Background: an optimization exercise with open tools, aiming at small area and a short achievable clock period. Do not read the settings as production practice. In this exercise RTL edits were held to simulation tests only and were not proved equivalent to the original.

## xenon
==> flow/design.v (excerpt) <==
module float_recip(clk,rst,i_cip,i_sj,i_vstart,i_vector_length,i_v0,i_v1,i_v2,i_v3,i_v4,i_v5,i_v6,i_v7,o_result, o_busy);
==> flow/config.mk <==
export PLATFORM = sky130hd
export DESIGN_NAME = float_recip
export DESIGN_NICKNAME = float_recip
export VERILOG_FILES = /design/flow/design.v
export SDC_FILE = /design/flow/constraint.sdc
export NUM_CORES = 4
export LEC_CHECK = 0
export CAP_MARGIN = 20
export CORE_MARGIN = 2
export CORE_UTILIZATION = 40
export CTS_BUF_LIST = sky130_fd_sc_hd__clkbuf_4 sky130_fd_sc_hd__clkbuf_8
export PLACE_DENSITY = 0.6
export SLEW_MARGIN = 20
export SYNTH_HIERARCHICAL = 1
export SYNTH_MINIMUM_KEEP_SIZE = 0
==> flow/constraint.sdc <==
create_clock -name core_clock -period 10.0 [get_ports {clk}]
set_input_delay 2.0000 -clock core_clock [delete_from_list [all_inputs] [get_ports {clk}]]
set_output_delay 2.0000 -clock core_clock [all_outputs]
set_load 0.01 [all_outputs]
run.sh (not shown) runs the stock make flow with config.mk's settings and CLKGATE_MAP_FILE= SYNTH_SCRIPT=/design/flow/synth_recipe.tcl, a recipe that flattens the netlist after the stock synthesis.
Relative to xenon, the following input files were edited for tundra:
- a deleted CTS_BUF_LIST that had been sky130_fd_sc_hd__clkbuf_4 sky130_fd_sc_hd__clkbuf_8
==> flow/flow/run.sh (new file) <==
#!/bin/bash
set -euo pipefail
bash standard.sh SETUP_SLACK_MARGIN=7.0 "BUFFER_PORTS_ARGS=-buffer_cell sky130_fd_sc_hd__buf_2" finish > standard_flow.log 2>&1
==> flow/standard.sh (new file) <==
#!/bin/bash
# synth_recipe.tcl (not shown) runs the flow's synth.tcl, then flattens the netlist and writes it again
# the make line also repeats each setting of config.mk as NAME=value (left out here)
make -C /OpenROAD-flow-scripts/flow DESIGN_CONFIG=/design/flow/config.mk WORK_HOME=/design/flow/orfs CLKGATE_MAP_FILE= SYNTH_SCRIPT=/design/flow/synth_recipe.tcl "${@:-finish}"
removed: flow/run.sh
[summary]
tundra closes out successfully: all stages finished, all timing, DRC and antenna checks passed.
Of xenon and tundra, tundra shows the higher non-clock buffering overhead in the final layout, with xenon below it.
Relative to xenon, minimum clock period has gone down in tundra.
Comparing tundra with xenon, the number of cells on the critical path came out essentially unchanged.
Wire length of the first global-routing pass in tundra is about 3% above xenon.
--- input diff tundra..cedar ---
==> flow/flow/run.sh <==
#!/bin/bash
set -euo pipefail
bash standard.sh SETUP_SLACK_MARGIN=6.85 "BUFFER_PORTS_ARGS=-buffer_cell sky130_fd_sc_hd__buf_2" finish > standard_flow.log 2>&1
- There was hardly any difference in peak clock frequency supported by timing between cedar and tundra.
- Wire length on cedar is ahead of tundra.
- tundra -> cedar: starting density of the core delta 0, exact match
For willow, these inputs were changed with respect to cedar:
==> flow/flow/run.sh <==
#!/bin/bash
set -euo pipefail
bash standard.sh SETUP_SLACK_MARGIN=7.0 TNS_END_PERCENT=0 "BUFFER_PORTS_ARGS=-buffer_cell sky130_fd_sc_hd__buf_2" finish > standard_flow.log 2>&1
--- outcome ---
The first element of the critical path comes out busy in one run and o_result[48] in the other, namely in willow and cedar respectively. Status: H-tree level count parity (willow, cedar). Compared with cedar, in willow synthesized cell count flat, cell area after placement flat.


Another version of the RTL of float_recip (not shown whole).
Size in the first run: roughly 3,800 cells after synthesis, roughly 670 I/O pins, ~43,000 um2 of cells after synthesis.
==> flow/config.mk <==
export PLATFORM = sky130hd
export DESIGN_NAME = float_recip
export DESIGN_NICKNAME = float_recip
export VERILOG_FILES = /design/flow/design.v
export SDC_FILE = /design/flow/constraint.sdc
export NUM_CORES = 4
export LEC_CHECK = 0
export CAP_MARGIN = 20
export CORE_MARGIN = 2
export CORE_UTILIZATION = 55
export CTS_CLUSTER_DIAMETER = 120
export CTS_CLUSTER_SIZE = 24
export PLACE_DENSITY = 0.7
export SLEW_MARGIN = 20
export SYNTH_HIERARCHICAL = 1
export SYNTH_MINIMUM_KEEP_SIZE = 0
==> flow/constraint.sdc <==
create_clock -name core_clock -period 10.0 [get_ports {clk}]
set_input_delay 2.0000 -clock core_clock [delete_from_list [all_inputs] [get_ports {clk}]]
set_output_delay 2.0000 -clock core_clock [all_outputs]
set_load 0.01 [all_outputs]
standard.sh (not shown) runs the stock make flow with config.mk's settings and CLKGATE_MAP_FILE= SYNTH_SCRIPT=/design/flow/synth_recipe.tcl, a recipe that flattens the netlist after the stock synthesis.
==> flow/flow/run.sh <==
#!/bin/bash
set -euo pipefail
bash standard.sh SETUP_SLACK_MARGIN=7.0 TNS_END_PERCENT=0 "BUFFER_PORTS_ARGS=-buffer_cell sky130_fd_sc_hd__buf_2" finish > standard_flow.log 2>&1
The baseline produced a clean layout.
Change:
==> flow/flow/run.sh (replaced) <==
#!/bin/bash
set -euo pipefail
bash standard.sh SETUP_SLACK_MARGIN=6.95 "BUFFER_PORTS_ARGS=-buffer_cell sky130_fd_sc_hd__buf_2" finish > standard_flow.log 2>&1
Effect: The changed run went through all stages and came out clean. Hold slack loses 5.7 ps. Wire length went up by 1.7%. Area after synthesis stays the same. Non-clock buffer count goes up by 48. Clock-buffer cell count is unchanged. Fmax is about the same. Cell area is higher by 2.0%.
Change:
==> flow/flow/run.sh (replaced) <==
#!/bin/bash
set -euo pipefail
bash standard.sh SETUP_SLACK_MARGIN=6.85 "BUFFER_PORTS_ARGS=-buffer_cell sky130_fd_sc_hd__buf_2" finish > standard_flow.log 2>&1
CORE_UTILIZATION = 40   (was 55)
PLACE_DENSITY = 0.6   (was 0.7)
After rerunning: Worst setup slack gets worse by 190 ps; worst hold slack gets better by 5.2 ps; cell area decreases by about 0.8%; die area increases by about 37%; area after synthesis is unchanged; wire length is about the same.


## north
float_recip again, from the RTL that the note above started with.
==> flow/design.v (excerpt) <==
module float_recip(clk,rst,i_cip,i_sj,i_vstart,i_vector_length,i_v0,i_v1,i_v2,i_v3,i_v4,i_v5,i_v6,i_v7,o_result, o_busy);
Settings: LEC_CHECK=0, CAP_MARGIN=20, CORE_MARGIN=2, CORE_UTILIZATION=65, CTS_CLUSTER_DIAMETER=120, CTS_CLUSTER_SIZE=24, PLACE_DENSITY=0.78, SLEW_MARGIN=20, SYNTH_HIERARCHICAL=1, SYNTH_MINIMUM_KEEP_SIZE=0; clock period 10.0 ns.
==> flow/flow/run.sh <==
#!/bin/bash
set -euo pipefail
bash standard.sh SETUP_SLACK_MARGIN=6.85 "BUFFER_PORTS_ARGS=-buffer_cell sky130_fd_sc_hd__buf_2" finish > standard_flow.log 2>&1
Inputs modified between north and south:
Settings: PLACE_DENSITY changed from 0.78 to 0.7; CORE_UTILIZATION changed from 65 to 55.
==> comparison <==
- In south, number of standard cells in the final layout excluding fillers is higher than in north.
- Summary of south over north: slack of the critical path went up 47 ps, number of post-CTS setup repair buffers shrank by 4.

static timing again, ports no longer ideal:
No port has a modelled driver above. Below, the same layouts with a new extraction and two added sets of constraints. Step 1 sets driving cells, clkbuf_16 on the clock port and buf_2 on the other inputs (assumed; they add their load-dependent delay and slew). Step 2 adds t to the input delays and takes it off the output delays; t is the mean of the earliest and latest rising clock arrival at the registers after step 1. Input paths then give back, and output paths get back, about the clock's delay inside the block. Slacks: no drivers / after step 1 / after step 2; pairs: no drivers / after step 1.
run	t (ns)	setup WS [ns]	worst setup path after step 2	latest minus earliest clock arrival (ns)
xenon	0.879	6.266 / 6.198 / 6.160	input to register	0.049 / 0.049
tundra	0.732	6.873 / 6.808 / 6.842	input to register	0.072 / 0.072
cedar	0.736	6.878 / 6.805 / 6.660	input to register	0.056 / 0.055
willow	0.730	6.853 / 6.786 / 6.838	input to register	0.050 / 0.050
the first run of note 2	0.681	6.908 / 6.835 / 6.608	input to register	0.057 / 0.056
the second run of note 2	0.674	6.913 / 6.848 / 6.547	input to register	0.060 / 0.061
the third run of note 2	0.704	6.727 / 6.657 / 6.570	input to register	0.051 / 0.051
north	0.661	6.829 / 6.757 / 6.732	input to register	0.039 / 0.039
south	0.675	6.876 / 6.825 / 6.684	input to register	0.076 / 0.076
After both steps setup and hold are still met in every run listed. For the second run of note 2, which loses most, drivers alone change the setup slack by -0.065 ns; drivers and shift together by -0.366 ns.
